This design comes from an exercise in tuning for small area, a short achievable clock period and few clock cycles on the open sky130 flow, not from production work.
Function was not checked in any run shown here: the RTL went through the layout flow alone.
Power is estimated from default activity; no workload was simulated.

==> flow/design.v <==
`timescale 1ns / 1ps
module knn_distance_cal (
    input             clk,
    input             rst_n,
    input      [63:0] train_data,
    input             train_label,
    input             sample_valid,
    input      [63:0] test_data,
    output     [7:0]  distance_o,
    output            label_o,
    output            valid_o
    );
    function [7:0] absdiff(input [7:0] a, input [7:0] b);
        reg [7:0] g, t, G, T;
        reg       c;
        integer i, j, k;
        begin
            g = a & ~b;
            t = a | ~b;
            G = g;
            T = t;
            for (k = 0; k < 3; k = k + 1)
                for (i = 0; i < 8; i = i + 1)
                    if (i & (1 << k)) begin
                        j = ((i >> k) << k) - 1;
                        G[i] = G[i] | (T[i] & G[j]);
                        T[i] = T[i] & T[j];
                    end
            c = G[7];
            absdiff[0] = a[0] ^ b[0];
            for (i = 1; i < 8; i = i + 1)
                absdiff[i] = a[i] ^ b[i] ^ c ^ (G[i-1] | (c & T[i-1]));
        end
    endfunction
    reg  [63:0] diff_q;
    reg         label_q;
    reg         valid_q;
    reg  [63:0] diff_d;
    integer f;
    always @(*)
        for (f = 0; f < 8; f = f + 1)
            diff_d[f*8 +: 8] = absdiff(train_data[f*8 +: 8], test_data[f*8 +: 8]);
    always @(posedge clk) begin
        diff_q  <= diff_d;
        label_q <= train_label;
        if (!rst_n) valid_q <= 1'b0;
        else        valid_q <= sample_valid;
    end
    function gt8(input [7:0] a, input [7:0] b);
        integer j;
        reg r;
        begin
            r = 1'b0;
            for (j = 0; j < 8; j = j + 1)
                r = (a[j] & ~b[j]) | ((a[j] | ~b[j]) & r);
            gt8 = r;
        end
    endfunction
    function [7:0] max2(input [7:0] a, input [7:0] b);
        max2 = gt8(a, b) ? a : b;
    endfunction
    wire [7:0] m0   = max2(diff_q[ 7: 0], diff_q[15: 8]);
    wire [7:0] m1   = max2(diff_q[23:16], diff_q[31:24]);
    wire [7:0] m2   = max2(diff_q[39:32], diff_q[47:40]);
    wire [7:0] m3   = max2(diff_q[55:48], diff_q[63:56]);
    wire [7:0] m01  = max2(m0, m1);
    wire [7:0] m23  = max2(m2, m3);
    wire [7:0] cheb = max2(m01, m23);
    reg [7:0] cheb_q;
    reg       label_q2;
    reg       valid_q2;
    always @(posedge clk) begin
        cheb_q   <= cheb;
        label_q2 <= label_q;
        if (!rst_n) valid_q2 <= 1'b0;
        else        valid_q2 <= valid_q;
    end
    assign distance_o = cheb_q;
    assign label_o    = label_q2;
    assign valid_o    = valid_q2;
endmodule
`timescale 1ns / 1ps
module knn_distance_comporator #(
    parameter K = 5
    )
    (
    input             clk,
    input             rst_n,
    input      [7:0]  distance_i,
    input             label_i,
    input             valid_i,         
    input             clear_i,         
    input             show_i,          
    output reg        valid_o,
    output reg        label_o
    );
    reg [8*K-1:0] ndist;               
    reg [K-1:0]   lab;
    reg [8*K-1:0] ndist_d;
    reg [K-1:0]   lab_d;
    reg [K-1:0]   lt;                  
    reg [K-1:0]   take_prev, take_new, keep;
    wire          clr = ~rst_n | clear_i;
    function lt8(input [7:0] a, input [7:0] b);
        integer j;
        reg r;
        begin
            r = 1'b0;
            for (j = 0; j < 8; j = j + 1)
                r = (~a[j] & b[j]) | ((~a[j] | b[j]) & r);
            lt8 = r;
        end
    endfunction
    function [7:0] top_dist(input integer i);
        top_dist = ~ndist[8*i +: 8];
    endfunction
    integer i;
    always @(*) begin
        for (i = 0; i < K; i = i + 1)
            lt[i] = valid_i & lt8(distance_i, top_dist(i));
        for (i = 0; i < K; i = i + 1) begin
            take_prev[i] = ~clr & (i > 0 ? lt[i > 0 ? i-1 : 0] : 1'b0);
            take_new[i]  = ~clr & lt[i] & (i > 0 ? ~lt[i > 0 ? i-1 : 0] : 1'b1);
            keep[i]      = ~clr & ~lt[i];
        end
        for (i = 0; i < K; i = i + 1) begin
            ndist_d[8*i +: 8] = ({8{take_prev[i]}} & (i > 0 ? ndist[8*(i > 0 ? i-1 : 0) +: 8] : 8'h00))
                              | ({8{take_new[i]}}  & ~distance_i)
                              | ({8{keep[i]}}      & ndist[8*i +: 8]);
            lab_d[i] = (take_prev[i] & (i > 0 ? lab[i > 0 ? i-1 : 0] : 1'b0))
                     | (take_new[i]  & label_i)
                     | (keep[i]      & lab[i]);
        end
    end
    reg [2:0] sum4;
    reg       last;
    always @(*) begin
        sum4 = 3'd0;
        for (i = 0; i < K-1; i = i + 1)
            sum4 = sum4 + lab[i];
        last = lt[K-1] ? label_i : lab[K-1];
    end
    wire vote = (sum4 > (K/2)) | ((sum4 == (K/2)) & last);
    always @(posedge clk) begin
        ndist <= ndist_d;
        lab   <= lab_d;
        if (!rst_n) begin
            valid_o <= 1'b0;
            label_o <= 1'b0;
        end else begin
            valid_o <= show_i;
            label_o <= show_i & vote;
        end
    end
endmodule
`timescale 1ns / 1ps
module knn_top #(
    parameter DATA_WIDTH = 8,
    parameter FEATURES   = 8,
    parameter K          = 5
    )(
    input                           clk                 ,
    input                           rst_n               ,
    input [DATA_WIDTH*FEATURES-1:0] train_data          ,
    input                           train_label         ,
    input                           data_valid          ,
    input                           training_done       ,
    input [DATA_WIDTH*FEATURES-1:0] test_data           ,
    output                          predicted_valid_o   ,
    output                          predicted_label_o
    );
    wire [7:0] distance;
    wire       label;
    wire       dvalid;
    reg td1;
    always @(posedge clk) begin
        if (!rst_n) td1 <= 1'b0;
        else        td1 <= training_done;
    end
    knn_distance_cal knn_distance_cal_inst (
        .clk          (clk                          ),
        .rst_n        (rst_n                        ),
        .train_data   (train_data                   ),
        .train_label  (train_label                  ),
        .sample_valid (data_valid & ~training_done  ),
        .test_data    (test_data                    ),
        .distance_o   (distance                     ),
        .label_o      (label                        ),
        .valid_o      (dvalid                       )
    );
    knn_distance_comporator #(
        .K (K)
    ) knn_distance_comparator_inst (
        .clk        (clk                                ),
        .rst_n      (rst_n                              ),
        .distance_i (distance                           ),
        .label_i    (label                              ),
        .valid_i    (dvalid                             ),
        .clear_i    (predicted_valid_o & ~training_done ),
        .show_i     (training_done & td1                ),
        .valid_o    (predicted_valid_o                  ),
        .label_o    (predicted_label_o                  )
    );
endmodule
==> flow/flow/run.sh <==
#!/bin/bash
# Standard ORFS layout, with two changes to how it is made (the SDC, the clock
# period and the standard synthesis are the standard flow's, unchanged):
#  - port buffers are sky130_fd_sc_hd__buf_1 instead of the delay buffer that
#    buffer_ports picks by default;
#  - timing repair aims for extra setup slack (SETUP_SLACK_MARGIN), so that the
#    achieved period, not just the 21 ns clock, is what repair works on.
set -euo pipefail
bash standard.sh synth > synth.log 2>&1
bash standard.sh SETUP_SLACK_MARGIN=16 TNS_END_PERCENT=100 \
    BUFFER_PORTS_ARGS="-buffer_cell sky130_fd_sc_hd__buf_1"  finish > layout.log 2>&1
==> flow/standard.sh <==
#!/bin/bash
# synth_recipe.tcl (not shown) runs the flow's synth.tcl, then flattens the netlist and writes it again
# the make line also repeats each setting of config.mk as NAME=value (left out here)
make -C /OpenROAD-flow-scripts/flow DESIGN_CONFIG=/design/flow/config.mk WORK_HOME=/design/flow/orfs CLKGATE_MAP_FILE= SYNTH_SCRIPT=/design/flow/synth_recipe.tcl "${@:-finish}"
==> flow/config.mk <==
export PLATFORM = sky130hd
export DESIGN_NAME = knn_top
export DESIGN_NICKNAME = knn_top
export VERILOG_FILES = /design/flow/design.v
export SDC_FILE = /design/flow/constraint.sdc
export NUM_CORES = 4
export LEC_CHECK = 0
export CAP_MARGIN = 20
export CORE_MARGIN = 2
export CORE_UTILIZATION = 65
export CTS_BUF_LIST = sky130_fd_sc_hd__clkbuf_8
export CTS_CLUSTER_DIAMETER = 80
export CTS_CLUSTER_SIZE = 40
export SLEW_MARGIN = 20
==> flow/constraint.sdc <==
create_clock -name core_clock -period 21.0 [get_ports {clk}]
set_input_delay 4.2000 -clock core_clock [delete_from_list [all_inputs] [get_ports {clk}]]
set_output_delay 4.2000 -clock core_clock [all_outputs]
set_load 0.01 [all_outputs]
==> flow_summary.rst, run 1 <==
.. list-table::
   :header-rows: 1

   * - Metric
     - Value
   * - Result of the run
     - finished clean
   * - Worst-case clock buffer depth
     - 2
   * - CP required
     - 21.37 ns
   * - Total Wirelength
     - 28.5 mm
   * - Met2 wire length
     - 14.8 mm
   * - Cell Chain, Critical Path
     - buf_6 -> inv_2 -> ha_2 -> a21o_1 -> a21oi_2 -> o21bai_2 -> a21boi_2 -> nor2_2 -> nor2_4 -> o21bai_4 -> mux2i_2 -> xor2_1
   * - Number of clock buffers inserted by TritonCTS
     - 17
   * - Post-route cell area
     - 13,100 µm²
   * - Area fraction in compound gates after synthesis
     - 19.4%
   * - Hold Crit Class
     - reg -> reg
   * - Total clock sinks
     - 124
   * - Worst setup timing slack at the placement stage
     - 14.60 ns
   * - Iteration-0 DRC count of the detailed router
     - 580
   * - Clock root buffer
     - sky130_fd_sc_hd__clkbuf_8
   * - Overall via count from detail_route
     - 9,860
   * - Final RePlAce weighted congestion
     - 0.837
   * - Share of flip-flops with an asynchronous set or reset after synthesis
     - 0%
   * - Clk_skew
     - 0.0114 ns
   * - Max H-tree Level
     - 4
   * - Achievable Freq
     - 174 MHz
   * - Register clock-pin slew on the reported worst setup and hold paths
     - 0.07 ns
   * - Vias in the first global route
     - 8,997
   * - Hold Crit Start
     - knn_distance_cal_inst.label_q
   * - Worst hold path endpoint
     - knn_distance_cal_inst.label_q2
   * - Diodes inserted
     - 0
   * - Metal1 wirelength
     - 11.3 mm
   * - Synthesized Nets
     - 1,535
   * - Beginning of the worst register-to-register path
     - knn_distance_cal_inst.diff_q[22]
   * - Fin nets
     - 1,740
   * - Power density over the cells
     - 97.7 nW/µm²
   * - Ports
     - 135
   * - Area inside the core boundary
     - 15,200 µm²
   * - Period Utilization, post-route
     - 27.3%
   * - Fraction of layout cells with a size suffix above 1
     - 22.6%
   * - Setup crit start kind
     - input port
   * - CTS tree
     - yes
   * - Number of warnings printed during yosys synthesis
     - 3
   * - Final hold viol count
     - 0
   * - Static Leak
     - 0.00594 µW
   * - Worst hold path depth
     - 0
   * - Critical path fanouts, max
     - 5
   * - Source-to-sink clock delay at the later pin of the worst-skew pair
     - 0.45 ns
   * - Die Area
     - 16,500 µm²
   * - HPWL after detailed placement
     - 16.5 mm
   * - Cell area after technology mapping
     - 10,100 µm²
   * - Worst vdd rail ir drop
     - 76.5 µV
   * - Cell area reported after detailed placement
     - 11,200 µm²
   * - Quantity of hold-fixing buffers added after cts
     - 0
   * - Dominant combinational cell family by area after synthesis
     - adder cells
   * - Area of combinational cells with multiple inputs
     - 7650 µm²
   * - Slew Limit Fails
     - 0
   * - Number of cells produced by synthesis
     - 1,270
   * - Total iterations of the first detailed-routing run
     - 5
   * - Initial antenna violation count
     - 0
   * - Max Cap Violations
     - 0
   * - DRC violations left
     - 0
   * - Setup repair after global routing missed its margin
     - true
   * - PortBufs
     - 134
   * - Crit path buf inv count
     - 2
   * - Floorplan die height
     - 129 µm
   * - Maximum number of pins on one net before global-route repair
     - 46
   * - Count of flip-flops with a built-in enable after synthesis
     - 0
   * - Post-synthesis adder-cell area fraction
     - 19.6%
   * - Multiplexer area fraction after synthesis
     - 6.27%
   * - Most area-consuming cells after synthesis
     - sky130_fd_sc_hd__dfxtp_1 25%, sky130_fd_sc_hd__ha_1 16%, sky130_fd_sc_hd__nor2_1 7.6%
   * - Internal reg-to-reg setup slack
     - 16.54 ns
   * - Type of the worst setup path
     - in -> reg
   * - DR WL/cell
     - 17.0 µm
   * - Synth top area share
     - 24.6%
   * - Most area-hungry cell type in the Yosys netlist
     - sky130_fd_sc_hd__dfxtp_1
   * - Overall Global Routing Usage
     - 28.5%
   * - Post-synthesis xor/xnor area fraction
     - 4.86%
   * - Worst relative slew slack
     - 32.1%
   * - Per-instance average area after synthesis
     - 7.94 µm²
   * - GR Overflow Total
     - 0
   * - Sort of element at the end of the critical path
     - register
   * - First-pass GRT wire length
     - 39.0 mm
   * - Final WS setup
     - 15.27 ns
   * - Crit-path slowest cell
     - sky130_fd_sc_hd__mux2i_2
   * - Antenna violation net count after detailed routing
     - 0
   * - Synthesis-stage register bit count
     - 124
   * - Crit path time final
     - 5.73 ns
   * - Synthesized-area fraction occupied by and/or/nand/nor cells
     - 16.6%
   * - Met3 wirelength from detailed routing
     - 1.41 mm
   * - Die width
     - 129 µm
   * - Tightest Pin Transition
     - 1.02 ns
   * - # setup viols final
     - 0
   * - Worst path top cell family by delay
     - compound AO/OA/AOI/OAI gates
   * - Area taken by flip-flops and latches
     - 2480 µm²
   * - Dominant synthesized flop cell
     - sky130_fd_sc_hd__dfxtp_1
   * - Number of different library cells in the post-synthesis netlist
     - 78
   * - Largest stage delay on the critical path
     - 0.30 ns
   * - Layout-stage area growth over the synthesis result
     - 29.8%
   * - Via/cell ratio
     - 5.88
   * - Worst EP arrival
     - 6.11 ns
   * - Row count
     - 45
   * - Count of fill cells added during filler insertion
     - 823
   * - Critical R2R Capture
     - knn_distance_cal_inst.cheb_q[5]
   * - Setup Total Neg Slack
     - 0 ns
   * - Starting utilization of the core area
     - 66.3%
   * - Highest routing layer actually used
     - met4
   * - Worst-case reg-to-reg path depth
     - 15
   * - Worst hold margin
     - 0.328 ns
   * - Share of synthesized area occupied by flip-flops and latches
     - 24.6%
[placed cells by master, fill, tap and decap left out, types with 7 or more instances in the layout]
cell type | netlist | routed
sky130_fd_sc_hd__nor2_1 | 204 | 179
sky130_fd_sc_hd__inv_1 | 200 | 175
sky130_fd_sc_hd__dfxtp_1 | 124 | 123
sky130_fd_sc_hd__ha_1 | 131 | 100
sky130_fd_sc_hd__buf_1 | 0 | 98
sky130_fd_sc_hd__buf_4 | 0 | 69
sky130_fd_sc_hd__a21oi_1 | 71 | 48
sky130_fd_sc_hd__xor2_1 | 46 | 45
sky130_fd_sc_hd__nand2_1 | 44 | 44
sky130_fd_sc_hd__mux2i_1 | 46 | 40
sky130_fd_sc_hd__a221oi_1 | 33 | 33
sky130_fd_sc_hd__maj3_1 | 28 | 28
sky130_fd_sc_hd__nor2b_1 | 25 | 25
sky130_fd_sc_hd__o21ai_0 | 32 | 24
sky130_fd_sc_hd__a21oi_2 | 0 | 22
sky130_fd_sc_hd__clkbuf_8 | 0 | 20
sky130_fd_sc_hd__nand2b_1 | 18 | 18
sky130_fd_sc_hd__ha_4 | 0 | 18
sky130_fd_sc_hd__nand3_1 | 17 | 17
sky130_fd_sc_hd__o21bai_4 | 0 | 17
sky130_fd_sc_hd__buf_6 | 2 | 17
sky130_fd_sc_hd__nor2_2 | 0 | 16
sky130_fd_sc_hd__o21ai_1 | 9 | 14
sky130_fd_sc_hd__nor3_1 | 14 | 14
sky130_fd_sc_hd__ha_2 | 0 | 13
sky130_fd_sc_hd__a21o_1 | 12 | 12
sky130_fd_sc_hd__inv_2 | 0 | 11
sky130_fd_sc_hd__mux2_2 | 11 | 11
sky130_fd_sc_hd__a21boi_0 | 18 | 10
sky130_fd_sc_hd__xnor2_1 | 10 | 10
sky130_fd_sc_hd__a31oi_1 | 9 | 9
sky130_fd_sc_hd__a211oi_1 | 9 | 9
sky130_fd_sc_hd__nor4_1 | 10 | 9
sky130_fd_sc_hd__nor2_4 | 0 | 9
sky130_fd_sc_hd__inv_12 | 0 | 8
sky130_fd_sc_hd__buf_8 | 0 | 8
sky130_fd_sc_hd__and2_1 | 7 | 7
sky130_fd_sc_hd__mux2i_2 | 1 | 7
sky130_fd_sc_hd__o21bai_2 | 0 | 7
sky130_fd_sc_hd__a21boi_2 | 0 | 7
[per-stage QoR]
stage | total power (µW) | instances | util, %
final | 1280 | 1676 | 86.1
after global routing | 1360 | 1676 | 86.1
after detailed placement | 982 | 1566 | 73.9
after CTS | 1230 | 1652 | 81.8
after floorplan | 862 | 1270 | -
after global placement | 967 | 1566 | 73.9
[worst max-delay path by stage]
stage / startpoint / to / slack, ns / depth (start not counted)
floorplan: test_data[8] / knn_distance_cal_inst.diff_q[14] / 15.20 / 12
global placement: test_data[56] / knn_distance_cal_inst.diff_q[62] / 14.66 / 13
detailed placement: train_data[57] / knn_distance_cal_inst.diff_q[60] / 14.60 / 13
CTS: train_data[9] / knn_distance_cal_inst.diff_q[15] / 15.49 / 14
global route: train_data[21] / knn_distance_cal_inst.diff_q[20] / 15.22 / 11
finish: test_data[1] / knn_distance_cal_inst.diff_q[2] / 15.27 / 12
[cell families (layout without fill, tap and decap cells)]
kind of cell / after synthesis / after routing
DFF: 124 / 124
muxes: 60 / 60
adders and majority gates: 163 / 163
AOI/OAI and AO/OA: 274 / 282
and+or+nand+nor: 366 / 366
xor gates and xnor gates: 56 / 56
buffers and inverters: 227 / 437
[cell usage after synthesis (3+ instances only)]
| cell | number |
|---|---|
| sky130_fd_sc_hd__nor2b_1 | 25 |
| sky130_fd_sc_hd__a222oi_1 | 3 |
| sky130_fd_sc_hd__mux2_2 | 11 |
| sky130_fd_sc_hd__nand2b_1 | 18 |
| sky130_fd_sc_hd__o221ai_1 | 3 |
| sky130_fd_sc_hd__inv_1 | 200 |
| sky130_fd_sc_hd__a21o_1 | 12 |
| sky130_fd_sc_hd__o211ai_2 | 4 |
| sky130_fd_sc_hd__maj3_1 | 28 |
| sky130_fd_sc_hd__a221oi_1 | 33 |
| sky130_fd_sc_hd__o211ai_1 | 4 |
| sky130_fd_sc_hd__o22ai_1 | 4 |
| sky130_fd_sc_hd__a22oi_1 | 4 |
| sky130_fd_sc_hd__nand3_1 | 17 |
| sky130_fd_sc_hd__o311ai_0 | 8 |
| sky130_fd_sc_hd__o31ai_1 | 6 |
| sky130_fd_sc_hd__xnor2_1 | 10 |
| sky130_fd_sc_hd__a21boi_0 | 18 |
| sky130_fd_sc_hd__nor2_1 | 204 |
| sky130_fd_sc_hd__nor4_1 | 10 |
| sky130_fd_sc_hd__o21ai_1 | 9 |
| sky130_fd_sc_hd__o21ai_0 | 32 |
| sky130_fd_sc_hd__and2_1 | 7 |
| sky130_fd_sc_hd__o21bai_1 | 18 |
| sky130_fd_sc_hd__nand2_1 | 44 |
| sky130_fd_sc_hd__nor3b_1 | 9 |
| sky130_fd_sc_hd__dfxtp_1 | 124 |
| sky130_fd_sc_hd__a211oi_1 | 9 |
| sky130_fd_sc_hd__ha_1 | 131 |
| sky130_fd_sc_hd__clkbuf_1 | 22 |
| sky130_fd_sc_hd__a31oi_1 | 9 |
| sky130_fd_sc_hd__xor2_1 | 46 |
| sky130_fd_sc_hd__maj3_2 | 3 |
| sky130_fd_sc_hd__nor3_1 | 14 |
| sky130_fd_sc_hd__a21oi_1 | 71 |
| sky130_fd_sc_hd__buf_2 | 3 |
| sky130_fd_sc_hd__mux2i_1 | 46 |
[state kept, by name, indices dropped and copies added, names as in the netlist]
name                                  flops
knn_distance_cal_inst.label_q2            1
knn_distance_comparator_inst.label_o      1
knn_distance_cal_inst.valid_q             1
knn_distance_comparator_inst.lab          5
knn_distance_cal_inst.diff_q             64
knn_distance_cal_inst.valid_q2            1
td1                                       1
knn_distance_cal_inst.cheb_q              8
knn_distance_comparator_inst.ndist       40
knn_distance_cal_inst.label_q             1
knn_distance_comparator_inst.valid_o      1
[repair_timing]
item,in CTS,in global routing
setup buffers,46,24
endpoints found under the setup margin,58,58
hold endpoints to repair,0,0
resized for setup,107,113
cloned,8,0
pin swaps,97,84
[worst reg2reg max path: stages, from the launching register on]
cell and delay (ns):
sky130_fd_sc_hd__dfxtp_1 0.42, sky130_fd_sc_hd__inv_1 0.09, sky130_fd_sc_hd__a222oi_1 0.42, sky130_fd_sc_hd__o31ai_2 0.13, sky130_fd_sc_hd__a31oi_4 0.46, sky130_fd_sc_hd__mux2i_1 0.55, sky130_fd_sc_hd__a2111oi_2 0.18, sky130_fd_sc_hd__nor4_4 0.46
sky130_fd_sc_hd__nand2_1 0.13, sky130_fd_sc_hd__o211ai_2 0.29, sky130_fd_sc_hd__nand3_1 0.14, sky130_fd_sc_hd__a211oi_2 0.33, sky130_fd_sc_hd__o221ai_1 0.18, sky130_fd_sc_hd__a22oi_1 0.25, sky130_fd_sc_hd__o22ai_1 0.14, sky130_fd_sc_hd__o21bai_1 0.18
[report_power, final]
group          switching (µW)  total [µW]  internal, µW  leakage, µW
clock network            96.2         222           126     0.000218
registers                53.8         334           280      0.00103
logic                     409         723           314      0.00469
total                     559        1280           720      0.00594
[metal layers]
| metal | track usage (%) | vias to the layer above |
|---|---|---|
| met4 | 7.67 | 0 |
| met5 | 0 | - |
| met2 | 53.0 | 400 |
| met3 | 5.45 | 104 |
| li1 | - | 4748 |
| met1 | 33.5 | 4608 |
[area by class of cell]
| cell class | count | area share (%) |
|---|---|---|
| tap | 188 | 1.80 |
| multi-input combinational | 927 | 58.5 |
| inverter | 200 | 7.15 |
| clock inverter | 12 | 1.11 |
| timing repair buffer | 205 | 10.3 |
| sequential | 124 | 19.0 |
| clock buffer | 20 | 2.10 |
==> run 2, diff against run 1 <==
--- a/flow/flow/run.sh
+++ b/flow/flow/run.sh
@@ -9,3 +9,3 @@
 bash standard.sh synth > synth.log 2>&1
-bash standard.sh SETUP_SLACK_MARGIN=16 TNS_END_PERCENT=100 \
+bash standard.sh SETUP_SLACK_MARGIN=0 TNS_END_PERCENT=100 \
     BUFFER_PORTS_ARGS="-buffer_cell sky130_fd_sc_hd__buf_1"  finish > layout.log 2>&1
==> flow_summary.rst, run 2 <==
.. list-table::
   :header-rows: 1

   * - Metric
     - Value
   * - # setup viols final
     - 0
   * - Setup bufs post-CTS
     - 0
   * - Power density over the cells
     - 108 nW/µm²
   * - Leading cell types in the layout, fill and taps excluded
     - 205 x sky130_fd_sc_hd__inv_1, 204 x sky130_fd_sc_hd__nor2_1, 134 x sky130_fd_sc_hd__buf_1
   * - Number of cells produced by synthesis
     - 1,270
   * - Most used standard cell by instance count after synthesis
     - sky130_fd_sc_hd__nor2_1
   * - Share of flip-flops with an asynchronous set or reset after synthesis
     - 0%
   * - Fin nets
     - 1,662
   * - Post-route cell area
     - 11,200 µm²
   * - Worst setup timing slack at the placement stage
     - 14.29 ns
   * - Final RePlAce weighted congestion
     - 0.873
   * - Reg with most FFs
     - knn_distance_cal_inst.diff_q
   * - Clock network power share
     - 19.7%
   * - Part of the power in combinational logic
     - 52.6%
   * - Slew Limit Fails
     - 0
   * - Cell area reported after detailed placement
     - 10,700 µm²
   * - Register clock-pin slew on the reported worst setup and hold paths
     - 0.07 ns
   * - CP required
     - 21.37 ns
   * - Critical path fanouts, max
     - 9
   * - Via/cell ratio
     - 5.46
   * - First-pass GRT wire length
     - 34.6 mm
   * - Area inside the core boundary
     - 15,200 µm²
   * - Final hold viol count
     - 0
   * - Die Area
     - 16,500 µm²
   * - Cell area after technology mapping
     - 10,100 µm²
   * - Final WS setup
     - 14.74 ns
   * - Source-to-sink clock delay at the later pin of the worst-skew pair
     - 0.44 ns
   * - Total clock sinks
     - 124
   * - Worst vdd rail ir drop
     - 83.9 µV
   * - Starting utilization of the core area
     - 66.3%
   * - Part of the power in registers
     - 27.7%
   * - PortBufs
     - 134
   * - Per-instance average area after synthesis
     - 7.94 µm²
   * - CTS tree
     - yes
   * - Synthesis-stage register bit count
     - 124
   * - Vias in the first global route
     - 7,946
   * - Sort of element at the end of the critical path
     - register
   * - Most common cell after layout, fill and taps aside
     - sky130_fd_sc_hd__inv_1
   * - Worst hold margin
     - 0.335 ns
   * - Crit path time final
     - 6.26 ns
   * - Iteration-0 DRC count of the detailed router
     - 507
   * - Clock root buffer
     - sky130_fd_sc_hd__clkbuf_8
   * - Type of the worst setup path
     - in -> reg
   * - Max Cap Violations
     - 0
   * - Most used standard cells in the synthesized netlist
     - 204 x sky130_fd_sc_hd__nor2_1, 200 x sky130_fd_sc_hd__inv_1, 131 x sky130_fd_sc_hd__ha_1
   * - Ports
     - 135
   * - DRC violations left
     - 0
   * - Static Leak
     - 0.00529 µW
   * - Worst relative slew slack
     - 38.8%
   * - Setup crit start kind
     - input port
   * - Number of clock buffers inserted by TritonCTS
     - 17
   * - GR Overflow Total
     - 0
   * - Tightest Pin Transition
     - 0.916 ns
   * - Synthesized Nets
     - 1,535
   * - Most area-hungry cell type in the Yosys netlist
     - sky130_fd_sc_hd__dfxtp_1
   * - Setup repair after global routing missed its margin
     - false
   * - Quantity of hold-fixing buffers added after cts
     - 0
   * - Layout-stage area growth over the synthesis result
     - 10.7%
   * - Max H-tree Level
     - 4
   * - Floorplan die height
     - 129 µm
   * - Diodes inserted
     - 0
   * - Met3 routing resource usage after global routing
     - 4.45%
   * - Antenna violation net count after detailed routing
     - 0
   * - Overall via count from detail_route
     - 8,720
   * - Net switching share of the total power
     - 41.8%
   * - Total internal power
     - 702 µW
   * - Post-cts resize count
     - 0
   * - Hold Crit Class
     - reg -> reg
   * - Result of the run
     - finished clean
   * - Dominant synthesized flop cell
     - sky130_fd_sc_hd__dfxtp_1
   * - Worst-case clock buffer depth
     - 2
   * - Share of synthesized area occupied by flip-flops and latches
     - 24.6%
   * - Die width
     - 129 µm
   * - DR WL/cell
     - 12.5 µm
   * - Synth top area share
     - 24.6%
   * - GRT met2 Usage
     - 43.1%
   * - Largest registers
     - knn_distance_cal_inst.diff_q: 64 flops, knn_distance_comparator_inst.ndist: 40 flops, knn_distance_cal_inst.cheb_q: 8 flops
   * - Initial antenna violation count
     - 0
   * - Busiest layer in global routing
     - met2
   * - Overall Global Routing Usage
     - 24.9%
   * - Maximum number of pins on one net before global-route repair
     - 46
   * - Core Util, Final
     - 73.4%
   * - Number of flip-flops in the largest register
     - 64
   * - Count of flip-flops with a built-in enable after synthesis
     - 0
   * - Met1 Track Usage GR
     - 32.6%
   * - Achievable Freq
     - 160 MHz
   * - Period Utilization, post-route
     - 29.8%
   * - Fraction of layout cells with a size suffix above 1
     - 4.54%
   * - Worst EP arrival
     - 6.63 ns
   * - Most area-consuming cells after synthesis
     - sky130_fd_sc_hd__dfxtp_1 25%, sky130_fd_sc_hd__ha_1 16%, sky130_fd_sc_hd__nor2_1 7.6%
   * - Number of warnings printed during yosys synthesis
     - 3
   * - Clk_skew
     - 0.00797 ns
   * - Number of different library cells in the post-synthesis netlist
     - 78
   * - HPWL after detailed placement
     - 15.8 mm
   * - Total Wirelength
     - 19.9 mm
   * - Setup Total Neg Slack
     - 0 ns
   * - Row count
     - 45
   * - Switching power summed over all nets
     - 505 µW
   * - Total iterations of the first detailed-routing run
     - 7
==> run 2: cell count changes in the layout (fill, tap and decap cells not counted), sizes merged <==
cell / delta
buf: -65
clkinv: -9
o21bai: -8
inv: +7
clkbuf: -5
bufinv: +2
clkinvlp: -1
==> run 2: cell type report <==
| class | instances | area, µm² |
|---|---|---|
| fillers | 1252 | 4040 |
| well taps | 188 | 235 |
| inverters | 200 | 751 |
| multi-input cells | 919 | 6730 |
| repair buffers | 135 | 510 |
| clock inverters | 11 | 176 |
| clock buffers | 20 | 275 |
| flip-flops and latches | 124 | 2480 |
==> run 2: cells by family (layout without fill, tap and decap cells) <==
logic type / count (synthesis) / in the layout / share of synthesized area (%)
adder cells (fa/ha/maj): 163 / 163 / 19.6
multiplexers: 60 / 60 / 6.27
XOR/XNOR: 56 / 56 / 4.86
flip-flops: 124 / 124 / 24.6
AO/OA/AOI/OAI: 274 / 274 / 19.4
buffers and inverters: 227 / 366 / 8.64
AND/OR/NAND/NOR: 366 / 366 / 16.6
==> run 2: power by group through the flow <==
stage	clock [µW]	sequential, µW	combinational [µW]
3_3_place_gp	0	337	620
6_report	238	334	635
5_1_grt	253	341	711
4_1_cts	242	333	633
2_1_floorplan	0	307	543
3_5_place_dp	0	337	630
==> run 2: critical path, stage by stage <==
cell	delay (ns)
sky130_fd_sc_hd__buf_1	0.09
sky130_fd_sc_hd__inv_1	0.05
sky130_fd_sc_hd__ha_1	0.21
sky130_fd_sc_hd__inv_1	0.06
sky130_fd_sc_hd__a21o_1	0.15
sky130_fd_sc_hd__a21oi_1	0.09
sky130_fd_sc_hd__o21bai_1	0.27
sky130_fd_sc_hd__a21boi_0	0.17
sky130_fd_sc_hd__nor2_1	0.13
sky130_fd_sc_hd__nor2_1	0.08
sky130_fd_sc_hd__o21bai_1	0.58
sky130_fd_sc_hd__o311ai_0	0.25
sky130_fd_sc_hd__o21ai_0	0.16
sky130_fd_sc_hd__xnor2_1	0.14
==> run 2: through the flow <==
stage	std cells	total power (µW)
3_5_place_dp	1566	967
5_1_grt	1597	1300
2_1_floorplan	1270	850
6_report	1597	1210
4_1_cts	1597	1210
3_3_place_gp	1566	956
==> run 2: worst paths after layout <==
| kind | end | cells past startpoint | start | slack, ns |
|---|---|---|---|---|
| worst max-delay path | knn_distance_cal_inst.diff_q[62] | 14 | train_data[57] | 14.74 |
| worst min-delay path | knn_distance_cal_inst.label_q2 | 0 | knn_distance_cal_inst.label_q | 0.34 |
| worst max register to register | knn_distance_cal_inst.cheb_q[5] | 15 | knn_distance_cal_inst.diff_q[37] | 16.50 |
| worst min register to register | knn_distance_cal_inst.label_q2 | 0 | knn_distance_cal_inst.label_q | 0.34 |
==> run 2: metal layers <==
| layer | part of all wire, % | up-vias |
|---|---|---|
| met5 | 0 | - |
| met4 | 1.0 | 0 |
| met3 | 3.9 | 18 |
| met2 | 47 | 178 |
| met1 | 48 | 3956 |
| li1 | - | 4568 |
==> run 3, diff against run 2 <==
--- a/flow/design.v
+++ b/flow/design.v
@@ -31,3 +31,3 @@
             for (i = 1; i < 8; i = i + 1)
-                absdiff[i] = a[i] ^ b[i] ^ c ^ (G[i-1] | (c & T[i-1]));
+                absdiff[i] = a[i] ^ (b[i] ^ (c ^ (G[i-1] | (c & T[i-1]))));
         end
==> flow_summary.rst, run 3 <==
.. list-table::
   :header-rows: 1

   * - Metric
     - Value
   * - Setup repair after global routing missed its margin
     - false
   * - Diodes inserted
     - 0
   * - Most used standard cell by instance count after synthesis
     - sky130_fd_sc_hd__nor2_1
   * - Worst-case clock buffer depth
     - 2
   * - Hold Crit Class
     - reg -> reg
   * - Count of flip-flops with a built-in enable after synthesis
     - 0
   * - Area taken by flip-flops and latches
     - 2480 µm²
   * - Capture point of the critical path
     - knn_distance_cal_inst.diff_q[21]
   * - Largest registers
     - knn_distance_cal_inst.diff_q: 64 flops, knn_distance_comparator_inst.ndist: 40 flops, knn_distance_cal_inst.cheb_q: 8 flops
   * - Number of clock buffers inserted by TritonCTS
     - 17
   * - Overall via count from detail_route
     - 7,876
   * - Achievable Freq
     - 146 MHz
   * - Static Leak
     - 0.00421 µW
   * - Share of flip-flops with an asynchronous set or reset after synthesis
     - 0%
   * - PortBufs
     - 134
   * - Crit path buf inv count
     - 3
   * - Crit path time final
     - 6.86 ns
   * - Worst relative slew slack
     - 43.9%
   * - Layout-stage area growth over the synthesis result
     - 10.4%
   * - Critical path origin
     - test_data[16]
   * - Worst-case reg-to-reg path depth
     - 14
   * - DR WL/cell
     - 12.9 µm
   * - Initial antenna violation count
     - 0
   * - WP depth
     - 14
   * - Maximum number of pins on one net before global-route repair
     - 46
   * - Source-to-sink clock delay at the later pin of the worst-skew pair
     - 0.45 ns
   * - Slew Limit Fails
     - 0
   * - Reg with most FFs
     - knn_distance_cal_inst.diff_q
   * - Worst path top cell family by delay
     - adder cells
   * - # setup viols final
     - 0
   * - Power density over the cells
     - 104 nW/µm²
   * - Share of synthesized area occupied by flip-flops and latches
     - 27.4%
   * - Quantity of hold-fixing buffers added after cts
     - 0
   * - Floorplan die height
     - 122 µm
   * - Critical path fanouts, max
     - 9
   * - Worst vdd rail ir drop
     - 77.1 µV
   * - Count of fill cells added during filler insertion
     - 1,126
   * - Type of the worst setup path
     - in -> reg
   * - DRC violations left
     - 0
   * - Die Area
     - 14,900 µm²
   * - Dominant synthesized flop cell
     - sky130_fd_sc_hd__dfxtp_1
   * - Die width
     - 122 µm
   * - Leading cell types in the layout, fill and taps excluded
     - 143 x sky130_fd_sc_hd__nor2_1, 134 x sky130_fd_sc_hd__buf_1, 124 x sky130_fd_sc_hd__dfxtp_1
   * - First-pass GRT wire length
     - 30.7 mm
   * - Crit-path slowest cell
     - sky130_fd_sc_hd__maj3_1
   * - Iteration-0 DRC count of the detailed router
     - 355
   * - GR Overflow Total
     - 0
   * - Cell area after technology mapping
     - 9060 µm²
   * - Most used cell along the critical path
     - sky130_fd_sc_hd__maj3_1
   * - Final hold viol count
     - 0
   * - Fraction of layout cells with a size suffix above 1
     - 6.37%
   * - CTS tree
     - yes
   * - CP required
     - 21.38 ns
   * - Worst hold path depth
     - 0
   * - Max Cap Violations
     - 0
   * - Synth top area share
     - 27.4%
   * - Antenna violation net count after detailed routing
     - 0
   * - Tightest Pin Transition
     - 0.841 ns
   * - Setup bufs post-CTS
     - 0
   * - Most used standard cells in the synthesized netlist
     - 143 x sky130_fd_sc_hd__nor2_1, 124 x sky130_fd_sc_hd__dfxtp_1, 107 x sky130_fd_sc_hd__inv_1
   * - Vias in the first global route
     - 7,024
   * - Register clock-pin slew on the reported worst setup and hold paths
     - 0.06 ns
   * - Period Utilization, post-route
     - 32.7%
   * - Number of flip-flops in the largest register
     - 64
   * - Number of different library cells in the post-synthesis netlist
     - 87
   * - Setup crit start kind
     - input port
   * - Number of warnings printed during yosys synthesis
     - 3
   * - Total clock sinks
     - 124
   * - Result of the run
     - finished clean
   * - Overall Global Routing Usage
     - 25.4%
   * - Synthesized Nets
     - 1,254
   * - Final RePlAce weighted congestion
     - 0.854
   * - Ports
     - 135
   * - Worst hold margin
     - 0.327 ns
   * - Total iterations of the first detailed-routing run
     - 5
   * - Synthesis-stage register bit count
     - 124
   * - Setup Total Neg Slack
     - 0 ns
   * - Per-instance average area after synthesis
     - 8.23 µm²
   * - Largest stage delay on the critical path
     - 0.50 ns
   * - Worst EP arrival
     - 7.25 ns
   * - Area inside the core boundary
     - 13,700 µm²
   * - Most common cell after layout, fill and taps aside
     - sky130_fd_sc_hd__nor2_1
   * - Cell Chain, Critical Path
     - buf_1 -> inv_1 -> ha_1 -> o21ai_0 -> a21oi_1 -> maj3_1 -> maj3_1 -> o21a_1 -> a21oi_1 -> maj3_1 -> inv_1 -> maj3_1 -> mux2i_1 -> xnor2_1
   * - Row count
     - 43
   * - Total Wirelength
     - 18.3 mm
   * - Post-cts resize count
     - 0
   * - Max H-tree Level
     - 4
   * - Most area-hungry cell type in the Yosys netlist
     - sky130_fd_sc_hd__dfxtp_1
   * - Beginning of the worst register-to-register path
     - knn_distance_cal_inst.diff_q[19]
   * - Area of combinational cells with multiple inputs
     - 6070 µm²
   * - Starting utilization of the core area
     - 66.0%
   * - Most area-consuming cells after synthesis
     - sky130_fd_sc_hd__dfxtp_1 27%, sky130_fd_sc_hd__maj3_1 8.4%, sky130_fd_sc_hd__mux2i_1 6.6%
   * - Fin nets
     - 1,385
   * - Internal reg-to-reg setup slack
     - 16.65 ns
   * - Clk_skew
     - 0.00810 ns
   * - Sort of element at the end of the critical path
     - register
   * - Critical R2R Capture
     - knn_distance_cal_inst.cheb_q[5]
   * - Number of cells produced by synthesis
     - 1,101
   * - HPWL after detailed placement
     - 14.3 mm
   * - Via/cell ratio
     - 5.55
   * - Clock root buffer
     - sky130_fd_sc_hd__clkbuf_8
[run 3: through the flow]
| step | total power, µW | std cells | area (µm²) | util, % | setup WS, ns |
|---|---|---|---|---|---|
| finish | 1040 | 1420 | 10000 | 72.9 | 14.14 |
| global route | 1120 | 1420 | 10000 | 72.9 | 13.77 |
| CTS | 1040 | 1420 | 10000 | 72.9 | 14.14 |
| detailed placement | 870 | 1393 | 9710 | 70.7 | 13.70 |
| global placement | 863 | 1393 | 9710 | 70.7 | 13.76 |
| floorplan | 771 | 1101 | 9060 | - | 14.02 |
[run 3: cell families (layout without fill, tap and decap cells)]
family | count (synthesis) | count (layout) | synth area share [%]
and+or+nand+nor | 339 | 339 | 16.9
DFF | 124 | 124 | 27.4
xor gates and xnor gates | 89 | 89 | 8.61
adders and majority gates | 102 | 102 | 12.0
buffers and inverters | 132 | 271 | 5.60
muxes | 75 | 75 | 8.73
AOI/OAI and AO/OA | 240 | 240 | 20.8
[run 3: area by class of cell]
| type | instances | share of cell area, % |
|---|---|---|
| clock inverters | 8 | 0.350 |
| multi-input cells | 845 | 60.7 |
| well taps | 180 | 2.25 |
| inverters | 107 | 4.02 |
| flip-flops and latches | 124 | 24.8 |
| repair buffers | 137 | 5.25 |
| clock buffers | 19 | 2.61 |
[run 3: metal layers]
metal / share of wire, % / global-route usage [%]
met4: 1.3 / 7.90
met5: 0 / 0
met2: 46 / 41.9
met1: 48 / 33.1
met3: 4.2 / 5.52
[run 3: worst min-delay path by stage]
stage / startpoint / endpoint / slack, ns
floorplan: knn_distance_cal_inst.label_q / knn_distance_cal_inst.label_q2 / 0.31
global placement: knn_distance_cal_inst.label_q / knn_distance_cal_inst.label_q2 / 0.31
detailed placement: knn_distance_cal_inst.label_q / knn_distance_cal_inst.label_q2 / 0.32
CTS: knn_distance_cal_inst.label_q / knn_distance_cal_inst.label_q2 / 0.33
global route: knn_distance_cal_inst.label_q / knn_distance_cal_inst.label_q2 / 0.33
finish: knn_distance_cal_inst.label_q / knn_distance_cal_inst.label_q2 / 0.33
[run 3: report_power, final]
part / internal [µW] / switching, µW / total [µW]
clock network: 81.5 / 85.2 / 167
logic: 249 / 294 / 543
registers: 276 / 50.4 / 326
total: 607 / 430 / 1040
==> run 4, diff against run 3 <==
--- a/flow/flow/run.sh
+++ b/flow/flow/run.sh
@@ -9,3 +9,3 @@
 bash standard.sh synth > synth.log 2>&1
-bash standard.sh SETUP_SLACK_MARGIN=0 TNS_END_PERCENT=100 \
+bash standard.sh SETUP_SLACK_MARGIN=15 TNS_END_PERCENT=100 \
     BUFFER_PORTS_ARGS="-buffer_cell sky130_fd_sc_hd__buf_1"  finish > layout.log 2>&1
==> flow_summary.rst, run 4 <==
.. list-table::
   :header-rows: 1

   * - Metric
     - Value
   * - Result of the run
     - finished clean
   * - Most common cell after layout, fill and taps aside
     - sky130_fd_sc_hd__dfxtp_1
   * - Most area-hungry cell type in the Yosys netlist
     - sky130_fd_sc_hd__dfxtp_1
   * - Share of flip-flops with an asynchronous set or reset after synthesis
     - 0%
   * - Quantity of hold-fixing buffers added after cts
     - 0
   * - Crit path time final
     - 7.01 ns
   * - Fin nets
     - 1,523
   * - Register clock-pin slew on the reported worst setup and hold paths
     - 0.08 ns
   * - Iteration-0 DRC count of the detailed router
     - 1,452
   * - Setup Total Neg Slack
     - 0 ns
   * - Worst vdd rail ir drop
     - 76.7 µV
   * - Worst hold margin
     - 0.354 ns
   * - Met3 routing resource usage after global routing
     - 8.33%
   * - Starting utilization of the core area
     - 66.0%
   * - Antenna violation net count after detailed routing
     - 0
   * - Count of placed standard cells in the final layout, fillers left out
     - 1,563
   * - Overall Global Routing Usage
     - 35.3%
   * - Reg with most FFs
     - knn_distance_cal_inst.diff_q
   * - PortBufs
     - 134
   * - Floorplan die height
     - 122 µm
   * - HPWL after detailed placement
     - 14.9 mm
   * - Clock root buffer
     - sky130_fd_sc_hd__clkbuf_8
   * - Busiest layer in global routing
     - met2
   * - DR WL/cell
     - 24.3 µm
   * - Internal reg-to-reg setup slack
     - 16.01 ns
   * - GRT met2 Usage
     - 62.3%
   * - Period Utilization, post-route
     - 33.4%
   * - Number of cells produced by synthesis
     - 1,101
   * - Vias in the first global route
     - 8,907
   * - Die Area
     - 14,900 µm²
   * - Fraction of layout cells with a size suffix above 1
     - 33.2%
   * - Critical path fanouts, max
     - 6
   * - Worst setup timing slack at the placement stage
     - 13.93 ns
   * - Worst relative slew slack
     - 37.8%
   * - Number of flip-flops in the largest register
     - 64
   * - Synthesis-stage register bit count
     - 124
   * - Tightest Pin Transition
     - 0.931 ns
   * - Initial antenna violation count
     - 0
   * - Cell area after technology mapping
     - 9060 µm²
   * - Setup repair after global routing missed its margin
     - true
   * - Overall via count from detail_route
     - 10,580
   * - Clk_skew
     - 0.0125 ns
   * - Final RePlAce weighted congestion
     - 0.833
   * - Ports
     - 135
   * - Number of clock buffers inserted by TritonCTS
     - 17
   * - Worst-case clock buffer depth
     - 2
   * - Number of warnings printed during yosys synthesis
     - 3
   * - Sort of element at the end of the critical path
     - register
   * - Total iterations of the first detailed-routing run
     - 12
   * - Final hold viol count
     - 0
   * - Diodes inserted
     - 0
   * - DRC violations left
     - 0
   * - Number of different library cells in the post-synthesis netlist
     - 87
   * - Dominant synthesized flop cell
     - sky130_fd_sc_hd__dfxtp_1
   * - Largest registers
     - knn_distance_cal_inst.diff_q: 64 flops, knn_distance_comparator_inst.ndist: 40 flops, knn_distance_cal_inst.cheb_q: 8 flops
   * - Synthesized Nets
     - 1,254
   * - GR Overflow Total
     - 0
   * - Maximum number of pins on one net before global-route repair
     - 46
   * - Layout-stage area growth over the synthesis result
     - 39.1%
   * - Power density over the cells
     - 102 nW/µm²
   * - # setup viols final
     - 0
   * - Placed cell count
     - 1,393
   * - First-pass GRT wire length
     - 41.9 mm
   * - Max H-tree Level
     - 4
   * - Source-to-sink clock delay at the later pin of the worst-skew pair
     - 0.47 ns
   * - Via/cell ratio
     - 6.77
   * - CP required
     - 21.34 ns
   * - Leading cell types in the layout, fill and taps excluded
     - 124 x sky130_fd_sc_hd__dfxtp_1, 123 x sky130_fd_sc_hd__buf_4, 118 x sky130_fd_sc_hd__buf_1
   * - Area inside the core boundary
     - 13,700 µm²
   * - Per-instance average area after synthesis
     - 8.23 µm²
   * - Worst EP arrival
     - 7.35 ns
   * - Die width
     - 122 µm
   * - Max Cap Violations
     - 0
   * - Static Leak
     - 0.00522 µW
   * - Most used standard cells in the synthesized netlist
     - 143 x sky130_fd_sc_hd__nor2_1, 124 x sky130_fd_sc_hd__dfxtp_1, 107 x sky130_fd_sc_hd__inv_1
   * - Row count
     - 43
   * - Met1 Track Usage GR
     - 38.7%
   * - Total Wirelength
     - 38.0 mm
   * - Most used standard cell by instance count after synthesis
     - sky130_fd_sc_hd__nor2_1
   * - Count of flip-flops with a built-in enable after synthesis
     - 0
   * - Achievable Freq
     - 143 MHz
   * - CTS tree
     - yes
   * - Type of the worst setup path
     - in -> reg
   * - Slew Limit Fails
     - 0
   * - Synth top area share
     - 27.4%
   * - Final WS setup
     - 13.99 ns
   * - Setup crit start kind
     - input port
   * - Most area-consuming cells after synthesis
     - sky130_fd_sc_hd__dfxtp_1 27%, sky130_fd_sc_hd__maj3_1 8.4%, sky130_fd_sc_hd__mux2i_1 6.6%
   * - Share of synthesized area occupied by flip-flops and latches
     - 27.4%
   * - Total clock sinks
     - 124
   * - Hold Crit Class
     - reg -> reg
-- run 4: cells by family after synthesis --
kind of cell / Yosys count / share of synthesized area, %
buf+inv: 132 / 5.60
mux: 75 / 8.73
flops: 124 / 27.4
fa+ha+maj: 102 / 12.0
xor+xnor: 89 / 8.61
compound gates: 240 / 20.8
simple gates: 339 / 16.9
-- run 4: final cells by class --
type | count | area [µm²]
clock inverters | 11 | 140
fillers | 472 | 1120
well taps | 180 | 225
multi-input cells | 846 | 7070
clock buffers | 21 | 289
inverters | 107 | 554
flip-flops and latches | 124 | 2480
repair buffers | 274 | 1830
-- run 4: path summary, 6_finish.rpt --
| path | endpoint | startpoint | cells past startpoint |
|---|---|---|---|
| hold / removal | knn_distance_cal_inst.label_q2 | knn_distance_cal_inst.label_q | 0 |
| setup / recovery | knn_distance_cal_inst.diff_q[11] | test_data[8] | 18 |
| setup reg to reg | knn_distance_cal_inst.cheb_q[3] | knn_distance_cal_inst.diff_q[55] | 14 |
| hold reg to reg | knn_distance_cal_inst.label_q2 | knn_distance_cal_inst.label_q | 0 |
-- run 4: through the flow --
stage	total power (µW)	cell area, µm²	util, %
after detailed placement	887	10200	74.7
after CTS	1150	11700	85.4
final	1280	12600	91.8
after global placement	876	10200	74.7
after global routing	1320	12600	91.8
after floorplan	781	9600	-
-- run 4: per-layer routing --
| metal | part of all wire [%] | routed length (µm) |
|---|---|---|
| met1 | 34 | 12800 |
| met2 | 45 | 17100 |
| met3 | 12 | 4430 |
| met4 | 9.5 | 3620 |
| met5 | 0 | 0 |
-- run 4: critical path, stage by stage --
cell	delay, ns
sky130_fd_sc_hd__buf_12	0.12
sky130_fd_sc_hd__inv_12	0.04
sky130_fd_sc_hd__ha_4	0.15
sky130_fd_sc_hd__nor2_2	0.05
sky130_fd_sc_hd__o21ai_2	0.17
sky130_fd_sc_hd__a21bo_2	0.27
sky130_fd_sc_hd__nand2_2	0.12
sky130_fd_sc_hd__a21oi_4	0.19
sky130_fd_sc_hd__buf_6	0.13
sky130_fd_sc_hd__nand2_4	0.05
sky130_fd_sc_hd__a21oi_4	0.22
sky130_fd_sc_hd__nand2_2	0.12
sky130_fd_sc_hd__a21oi_4	0.18
sky130_fd_sc_hd__nor2_2	0.06
sky130_fd_sc_hd__o21ai_2	0.19
sky130_fd_sc_hd__maj3_2	0.41
sky130_fd_sc_hd__mux2i_1	0.52
sky130_fd_sc_hd__xnor2_1	0.15
-- run 4: report_power, final --
group | internal (µW) | total (µW) | switching, µW
Sequential | 276 | 333 | 57.1
Combinational | 306 | 717 | 411
Clock | 129 | 234 | 105
Total | 711 | 1280 | 572
-- run 4: what timing repair did --
item | in CTS | in global routing
gates cloned | 1 | 0
setup buffers | 93 | 44
pin swaps | 150 | 93
resized for setup | 104 | 129
endpoints found under the setup margin | 56 | 56
==> run 5, diff against run 4 <==
--- a/flow/flow/run.sh
+++ b/flow/flow/run.sh
@@ -9,3 +9,3 @@
 bash standard.sh synth > synth.log 2>&1
-bash standard.sh SETUP_SLACK_MARGIN=15 TNS_END_PERCENT=100 \
+bash standard.sh SETUP_SLACK_MARGIN=15.5 TNS_END_PERCENT=100 \
     BUFFER_PORTS_ARGS="-buffer_cell sky130_fd_sc_hd__buf_1"  finish > layout.log 2>&1
==> flow_summary.rst, run 5 <==
.. list-table::
   :header-rows: 1

   * - Metric
     - Value
   * - Static Leak
     - 0.00522 µW
   * - Maximum number of pins on one net before global-route repair
     - 46
   * - Share of synthesized area occupied by flip-flops and latches
     - 27.4%
   * - Cell area reported after detailed placement
     - 10,200 µm²
   * - DR WL/cell
     - 24.3 µm
   * - Overall Global Routing Usage
     - 35.3%
   * - GR Overflow Total
     - 0
   * - Synthesis-stage register bit count
     - 124
   * - Share of flip-flops with an asynchronous set or reset after synthesis
     - 0%
   * - Number of clock buffers inserted by TritonCTS
     - 17
   * - Worst vdd rail ir drop
     - 76.7 µV
   * - Achievable Freq
     - 143 MHz
   * - HPWL after detailed placement
     - 14.9 mm
   * - Number of cells produced by synthesis
     - 1,101
   * - Max Cap Violations
     - 0
   * - Synthesized Nets
     - 1,254
   * - Count of flip-flops with a built-in enable after synthesis
     - 0
   * - Initial antenna violation count
     - 0
   * - Die Area
     - 14,900 µm²
   * - Post-route cell area
     - 12,600 µm²
   * - CTS tree
     - yes
   * - Diodes inserted
     - 0
   * - Clk_skew
     - 0.0125 ns
   * - Per-instance average area after synthesis
     - 8.23 µm²
   * - Worst-case clock buffer depth
     - 2
   * - Number of flip-flops in the largest register
     - 64
   * - Total iterations of the first detailed-routing run
     - 12
   * - Vias in the first global route
     - 8,907
   * - Internal reg-to-reg setup slack
     - 16.01 ns
   * - Register clock-pin slew on the reported worst setup and hold paths
     - 0.08 ns
   * - Type of the worst setup path
     - in -> reg
   * - Clock root buffer
     - sky130_fd_sc_hd__clkbuf_8
   * - Source-to-sink clock delay at the later pin of the worst-skew pair
     - 0.47 ns
   * - Synth top area share
     - 27.4%
   * - Hold Crit Class
     - reg -> reg
   * - Fin nets
     - 1,523
   * - Worst hold margin
     - 0.354 ns
   * - Area taken by flip-flops and latches
     - 2480 µm²
   * - Antenna violation net count after detailed routing
     - 0
   * - Dominant synthesized flop cell
     - sky130_fd_sc_hd__dfxtp_1
   * - Area inside the core boundary
     - 13,700 µm²
   * - Layout-stage area growth over the synthesis result
     - 39.1%
   * - Area of combinational cells with multiple inputs
     - 7070 µm²
   * - Starting utilization of the core area
     - 66.0%
   * - Number of different library cells in the post-synthesis netlist
     - 87
   * - Most used standard cells in the synthesized netlist
     - 143 x sky130_fd_sc_hd__nor2_1, 124 x sky130_fd_sc_hd__dfxtp_1, 107 x sky130_fd_sc_hd__inv_1
   * - DRC violations left
     - 0
   * - Worst relative slew slack
     - 37.8%
   * - Row count
     - 43
   * - Setup Total Neg Slack
     - 0 ns
   * - CP required
     - 21.34 ns
   * - Count of placed standard cells in the final layout, fillers left out
     - 1,563
   * - Most area-hungry cell type in the Yosys netlist
     - sky130_fd_sc_hd__dfxtp_1
   * - Final hold viol count
     - 0
   * - Most common cell after layout, fill and taps aside
     - sky130_fd_sc_hd__dfxtp_1
   * - Reg with most FFs
     - knn_distance_cal_inst.diff_q
   * - Tightest Pin Transition
     - 0.931 ns
   * - PortBufs
     - 134
   * - Sort of element at the end of the critical path
     - register
   * - Setup repair after global routing missed its margin
     - true
   * - # setup viols final
     - 0
   * - Critical path fanouts, max
     - 6
   * - Die width
     - 122 µm
   * - Worst EP arrival
     - 7.35 ns
   * - Overall via count from detail_route
     - 10,580
   * - Max H-tree Level
     - 4
   * - Period Utilization, post-route
     - 33.4%
   * - Floorplan die height
     - 122 µm
   * - Number of warnings printed during yosys synthesis
     - 3
   * - Total Wirelength
     - 38.0 mm
   * - First-pass GRT wire length
     - 41.9 mm
   * - Fraction of layout cells with a size suffix above 1
     - 33.2%
   * - Total clock sinks
     - 124
   * - Placed cell count
     - 1,393
   * - Power density over the cells
     - 102 nW/µm²
   * - Leading cell types in the layout, fill and taps excluded
     - 124 x sky130_fd_sc_hd__dfxtp_1, 123 x sky130_fd_sc_hd__buf_4, 118 x sky130_fd_sc_hd__buf_1
   * - Setup crit start kind
     - input port
   * - Ports
     - 135
   * - Largest registers
     - knn_distance_cal_inst.diff_q: 64 flops, knn_distance_comparator_inst.ndist: 40 flops, knn_distance_cal_inst.cheb_q: 8 flops
   * - Most area-consuming cells after synthesis
     - sky130_fd_sc_hd__dfxtp_1 27%, sky130_fd_sc_hd__maj3_1 8.4%, sky130_fd_sc_hd__mux2i_1 6.6%
   * - Slew Limit Fails
     - 0
   * - Final RePlAce weighted congestion
     - 0.833
   * - Count of fill cells added during filler insertion
     - 472
   * - Result of the run
     - finished clean
   * - Via/cell ratio
     - 6.77
   * - Cell area after technology mapping
     - 9060 µm²
   * - Crit path time final
     - 7.01 ns
   * - Most used standard cell by instance count after synthesis
     - sky130_fd_sc_hd__nor2_1
   * - Iteration-0 DRC count of the detailed router
     - 1,452
run 5: critical path, stage by stage:
cell,delay [ns]
sky130_fd_sc_hd__buf_12,0.12
sky130_fd_sc_hd__inv_12,0.04
sky130_fd_sc_hd__ha_4,0.15
sky130_fd_sc_hd__nor2_2,0.05
sky130_fd_sc_hd__o21ai_2,0.17
sky130_fd_sc_hd__a21bo_2,0.27
sky130_fd_sc_hd__nand2_2,0.12
sky130_fd_sc_hd__a21oi_4,0.19
sky130_fd_sc_hd__buf_6,0.13
sky130_fd_sc_hd__nand2_4,0.05
sky130_fd_sc_hd__a21oi_4,0.22
sky130_fd_sc_hd__nand2_2,0.12
sky130_fd_sc_hd__a21oi_4,0.18
sky130_fd_sc_hd__nor2_2,0.06
sky130_fd_sc_hd__o21ai_2,0.19
sky130_fd_sc_hd__maj3_2,0.41
sky130_fd_sc_hd__mux2i_1,0.52
sky130_fd_sc_hd__xnor2_1,0.15
run 5: cells by family (layout without fill, tap and decap cells):
logic type                 after synthesis  count (layout)  share of synthesized area, %
adders and majority gates              102             103                          12.0
DFF                                    124             124                          27.4
muxes                                   75              75                          8.73
buffers and inverters                  132             413                          5.60
and+or+nand+nor                        339             339                          16.9
xor gates and xnor gates                89              89                          8.61
AOI/OAI and AO/OA                      240             240                          20.8
run 5: cell type report:
cell class | count | share of cell area (%)
Inverter | 107 | 4.40
Multi-Input combinational cell | 846 | 56.2
Clock inverter | 11 | 1.11
Sequential cell | 124 | 19.7
Tap cell | 180 | 1.79
Clock buffer | 21 | 2.29
Timing Repair Buffer | 274 | 14.5
run 5: power breakdown:
group	switching [µW]	internal (µW)	leakage, µW
registers	57.1	276	0.00103
clock network	105	129	0.000210
logic	411	306	0.00399
run 5: what timing repair did:
| action | in CTS | in global routing |
|---|---|---|
| hold buffers | 0 | 0 |
| resized for setup | 104 | 129 |
| gates cloned | 1 | 0 |
| setup buffers | 93 | 44 |
| pin swaps | 150 | 93 |
| endpoints found under the setup margin | 56 | 56 |
run 5: final timing paths:
check,from,endpoint,cells after the start
max,test_data[8],knn_distance_cal_inst.diff_q[11],18
min,knn_distance_cal_inst.label_q,knn_distance_cal_inst.label_q2,0
max reg2reg,knn_distance_cal_inst.diff_q[55],knn_distance_cal_inst.cheb_q[3],14
min reg2reg,knn_distance_cal_inst.label_q,knn_distance_cal_inst.label_q2,0
run 5: through the flow:
stage	utilization, %	setup slack (ns)	power [µW]
floorplan	-	14.45	781
global route	91.8	13.98	1320
detailed placement	74.7	13.93	887
CTS	85.4	14.72	1150
global placement	74.7	14.02	876
finish	91.8	13.99	1280
run 5: routing by layer:
layer	GRT usage [%]	vias to the layer above	part of all wire (%)	wire length (µm)
li1	-	4405	-	-
met1	38.7	4805	34	12800
met2	62.3	985	45	17100
met3	8.33	385	12	4430
met4	19.8	0	9.5	3620
met5	0	-	0	0
==> run 6, diff against run 5 <==
--- a/flow/design.v
+++ b/flow/design.v
@@ -1,12 +1,6 @@
 `timescale 1ns / 1ps
-module knn_distance_cal (
-    input             clk,
-    input             rst_n,
+module knn_stage1 (
     input      [63:0] train_data,
-    input             train_label,
-    input             sample_valid,
     input      [63:0] test_data,
-    output     [7:0]  distance_o,
-    output            label_o,
-    output            valid_o
+    output reg [63:0] diff
     );
@@ -34,6 +28,2 @@
     endfunction
-    reg  [63:0] diff_q;
-    reg         label_q;
-    reg         valid_q;
-    reg  [63:0] diff_d;
     integer f;
@@ -41,9 +31,8 @@
         for (f = 0; f < 8; f = f + 1)
-            diff_d[f*8 +: 8] = absdiff(train_data[f*8 +: 8], test_data[f*8 +: 8]);
-    always @(posedge clk) begin
-        diff_q  <= diff_d;
-        label_q <= train_label;
-        if (!rst_n) valid_q <= 1'b0;
-        else        valid_q <= sample_valid;
-    end
+            diff[f*8 +: 8] = absdiff(train_data[f*8 +: 8], test_data[f*8 +: 8]);
+endmodule
+module knn_stage2 (
+    input      [63:0] diff,
+    output     [7:0]  cheb
+    );
     function gt8(input [7:0] a, input [7:0] b);
@@ -61,12 +50,44 @@
     endfunction
-    wire [7:0] m0   = max2(diff_q[ 7: 0], diff_q[15: 8]);
-    wire [7:0] m1   = max2(diff_q[23:16], diff_q[31:24]);
-    wire [7:0] m2   = max2(diff_q[39:32], diff_q[47:40]);
-    wire [7:0] m3   = max2(diff_q[55:48], diff_q[63:56]);
+    wire [7:0] m0   = max2(diff[ 7: 0], diff[15: 8]);
+    wire [7:0] m1   = max2(diff[23:16], diff[31:24]);
+    wire [7:0] m2   = max2(diff[39:32], diff[47:40]);
+    wire [7:0] m3   = max2(diff[55:48], diff[63:56]);
     wire [7:0] m01  = max2(m0, m1);
     wire [7:0] m23  = max2(m2, m3);
-    wire [7:0] cheb = max2(m01, m23);
-    reg [7:0] cheb_q;
-    reg       label_q2;
-    reg       valid_q2;
+    assign     cheb = max2(m01, m23);
+endmodule
+module knn_distance_cal (
+    input             clk,
+    input             rst_n,
+    input      [63:0] train_data,
+    input             train_label,
+    input             sample_valid,
+    input      [63:0] test_data,
+    output     [7:0]  distance_o,
+    output            label_o,
+    output            valid_o
+    );
+    wire [63:0] diff_d;
+    reg  [63:0] diff_q;
+    reg         label_q;
+    reg         valid_q;
+    knn_stage1 stage1 (
+        .train_data (train_data),
+        .test_data  (test_data ),
+        .diff       (diff_d    )
+    );
+    always @(posedge clk) begin
+        diff_q  <= diff_d;
+        label_q <= train_label;
+        if (!rst_n) valid_q <= 1'b0;
+        else        valid_q <= sample_valid;
+    end
+    wire [7:0] cheb;
+    reg  [7:0] cheb_q;
+    reg        label_q2;
+    reg        valid_q2;
+    knn_stage2 stage2 (
+        .diff (diff_q),
+        .cheb (cheb  )
+    );
     always @(posedge clk) begin
==> flow/flow/run.sh (replaced) <==
#!/bin/bash
set -euo pipefail
bash standard.sh synth > synth.log 2>&1
bash standard.sh SETUP_SLACK_MARGIN=15.5 TNS_END_PERCENT=100 \
    BUFFER_PORTS_ARGS="-buffer_cell sky130_fd_sc_hd__buf_1"  finish > layout.log 2>&1
--- a/flow/config.mk
+++ b/flow/config.mk
@@ -9,4 +9,4 @@
 export CORE_MARGIN = 2
-export CORE_UTILIZATION = 65
-export CTS_BUF_LIST = sky130_fd_sc_hd__clkbuf_8
+export CORE_UTILIZATION = 75
+export CTS_BUF_LIST = sky130_fd_sc_hd__clkbuf_4
 export CTS_CLUSTER_DIAMETER = 80
@@ -14 +14,2 @@
 export SLEW_MARGIN = 20
+export SYNTH_HIERARCHICAL = 1
==> flow_summary.rst, run 6 <==
.. list-table::
   :header-rows: 1

   * - Metric
     - Value
   * - Result of the run
     - stopped before the end
   * - Failing step
     - global routing
   * - Error message
     - [ERROR GRT-0232] Routing congestion too high. Check the congestion heatmap in the GUI.
   * - Worst-case clock buffer depth
     - 2
   * - Starting utilization of the core area
     - 77.0%
   * - Share of synthesized area occupied by flip-flops and latches
     - 25.5%
   * - Dominant synthesized flop cell
     - sky130_fd_sc_hd__dfxtp_1
   * - Worst endpoint from the post-global-route timing repair
     - knn_distance_cal_inst.diff_q[13]$_DFF_P_/D
   * - Total clock sinks
     - 124
   * - Dominant combinational cell family by area after synthesis
     - compound AO/OA/AOI/OAI gates
   * - Die width
     - 118 µm
   * - Number of warnings printed during yosys synthesis
     - 11
   * - Synthesis-stage register bit count
     - 124
   * - Most used standard cells in the synthesized netlist
     - 124 x sky130_fd_sc_hd__dfxtp_1, 118 x sky130_fd_sc_hd__inv_1, 77 x sky130_fd_sc_hd__nor2_1
   * - Clock root buffer
     - sky130_fd_sc_hd__clkbuf_4
   * - Number of cells produced by synthesis
     - 1,180
   * - Cell area after technology mapping
     - 9750 µm²
   * - Most area-hungry cell type in the Yosys netlist
     - sky130_fd_sc_hd__dfxtp_1
   * - Number of different library cells in the post-synthesis netlist
     - 95
   * - Number of clock buffers inserted by TritonCTS
     - 17
   * - Row count
     - 41
   * - Synthesized-area fraction occupied by and/or/nand/nor cells
     - 18.6%
   * - Worst setup timing slack at the placement stage
     - 14.52 ns
   * - Area fraction in compound gates after synthesis
     - 25.9%
   * - Maximum number of pins on one net before global-route repair
     - 32
   * - Overall Global Routing Usage
     - 81.1%
   * - Most used standard cell by instance count after synthesis
     - sky130_fd_sc_hd__dfxtp_1
   * - GR Overflow Total
     - 165
   * - Multiplexer area fraction after synthesis
     - 7.55%
   * - PortBufs
     - 134
   * - Synth top area share
     - 25.5%
   * - Most area-consuming cells after synthesis
     - sky130_fd_sc_hd__dfxtp_1 25%, sky130_fd_sc_hd__mux2i_1 6.2%, sky130_fd_sc_hd__inv_1 4.5%
   * - Count of flip-flops with a built-in enable after synthesis
     - 0
   * - Floorplan die height
     - 118 µm
   * - Quantity of hold-fixing buffers added after cts
     - 0
   * - Per-instance average area after synthesis
     - 8.26 µm²
   * - Synthesized Nets
     - 1,333
   * - Post-synthesis adder-cell area fraction
     - 9.37%
   * - Post-synthesis xor/xnor area fraction
     - 7.01%
   * - Share of flip-flops with an asynchronous set or reset after synthesis
     - 0%
   * - Final RePlAce weighted congestion
     - 0.899
   * - Ports
     - 135
   * - HPWL after detailed placement
     - 17.6 mm
   * - Max H-tree Level
     - 4
   * - Type of pin the worst path ends at
     - register input
   * - Initial antenna violation count
     - 3
==> run 6: per-stage QoR <==
step	hold WS, ns	instance area, µm²	instances	total power, µW
global placement	0.319	10600	1464	813
CTS	0.340	11500	1530	1010
detailed placement	0.316	10600	1464	831
floorplan	0.310	10100	1180	725
==> run 6: logic make-up after synthesis <==
family,count (synthesis)
adders and majority gates,83
DFF,124
and+or+nand+nor,349
muxes,71
xor gates and xnor gates,78
buffers and inverters,142
AOI/OAI and AO/OA,333
==> run 6: power groups by stage <==
stage | clock [µW] | sequential (µW) | combinational [µW]
floorplan | 0 | 304 | 420
global placement | 0 | 336 | 476
detailed placement | 0 | 337 | 494
CTS | 163 | 333 | 519
==> run 6: per-layer routing <==
metal	global-route usage, %	GRT overflow
met1	79.5	1
met2	99.5	97
met3	61.1	4
met4	92.1	63
met5	11.0	0
==> run 6: Yosys stat by module, one instance, submodules excluded, a selection <==
module | flip-flops and latches | cells | copies in the design
knn_top | 1 | 5 | 1
knn_stage2 | 0 | 248 | 1
knn_distance_cal | 76 | 78 | 1
knn_stage1 | 0 | 547 | 1
==> run 6: repair_timing <==
item	in CTS
buffers inserted	35
resized for setup	75
pin swaps	56
endpoints found under the setup margin	58
==> run 6: worst max-delay path by stage <==
stage,end,slack [ns]
floorplan,knn_distance_cal_inst.diff_q[50],15.08
global placement,knn_distance_cal_inst.diff_q[6],14.68
detailed placement,knn_distance_cal_inst.diff_q[45],14.52
CTS,knn_distance_cal_inst.diff_q[6],15.40

## static timing again, ports no longer ideal
Ports are ideal in the flow. The routed layouts listed here were re-timed in OpenROAD.
Step 1 sets driving cells, clkbuf_16 on the clock port and buf_2 on the other inputs (assumed; they add their load-dependent delay and slew).
Step 2 moves the port delays by t, midway between the first and last clock arrival at a register: inputs arrive t later, outputs are due t later. That takes back most of the time a late clock gives input paths.
Three values: ideal, step 1, step 2; two values: the first two.
run	t, ns	setup slack, ns	slew at the worst register clock pin (ns)
run 1	0.483	15.265 / 15.240 / 14.757	0.08 / 0.08
run 2	0.472	14.745 / 14.758 / 14.286	0.07 / 0.07
run 3	0.481	14.136 / 14.149 / 13.668	0.07 / 0.07
run 4	0.502	13.990 / 13.974 / 13.472	0.08 / 0.08
run 5	0.502	13.990 / 13.974 / 13.472	0.08 / 0.08
After both steps every run listed still meets setup and hold.
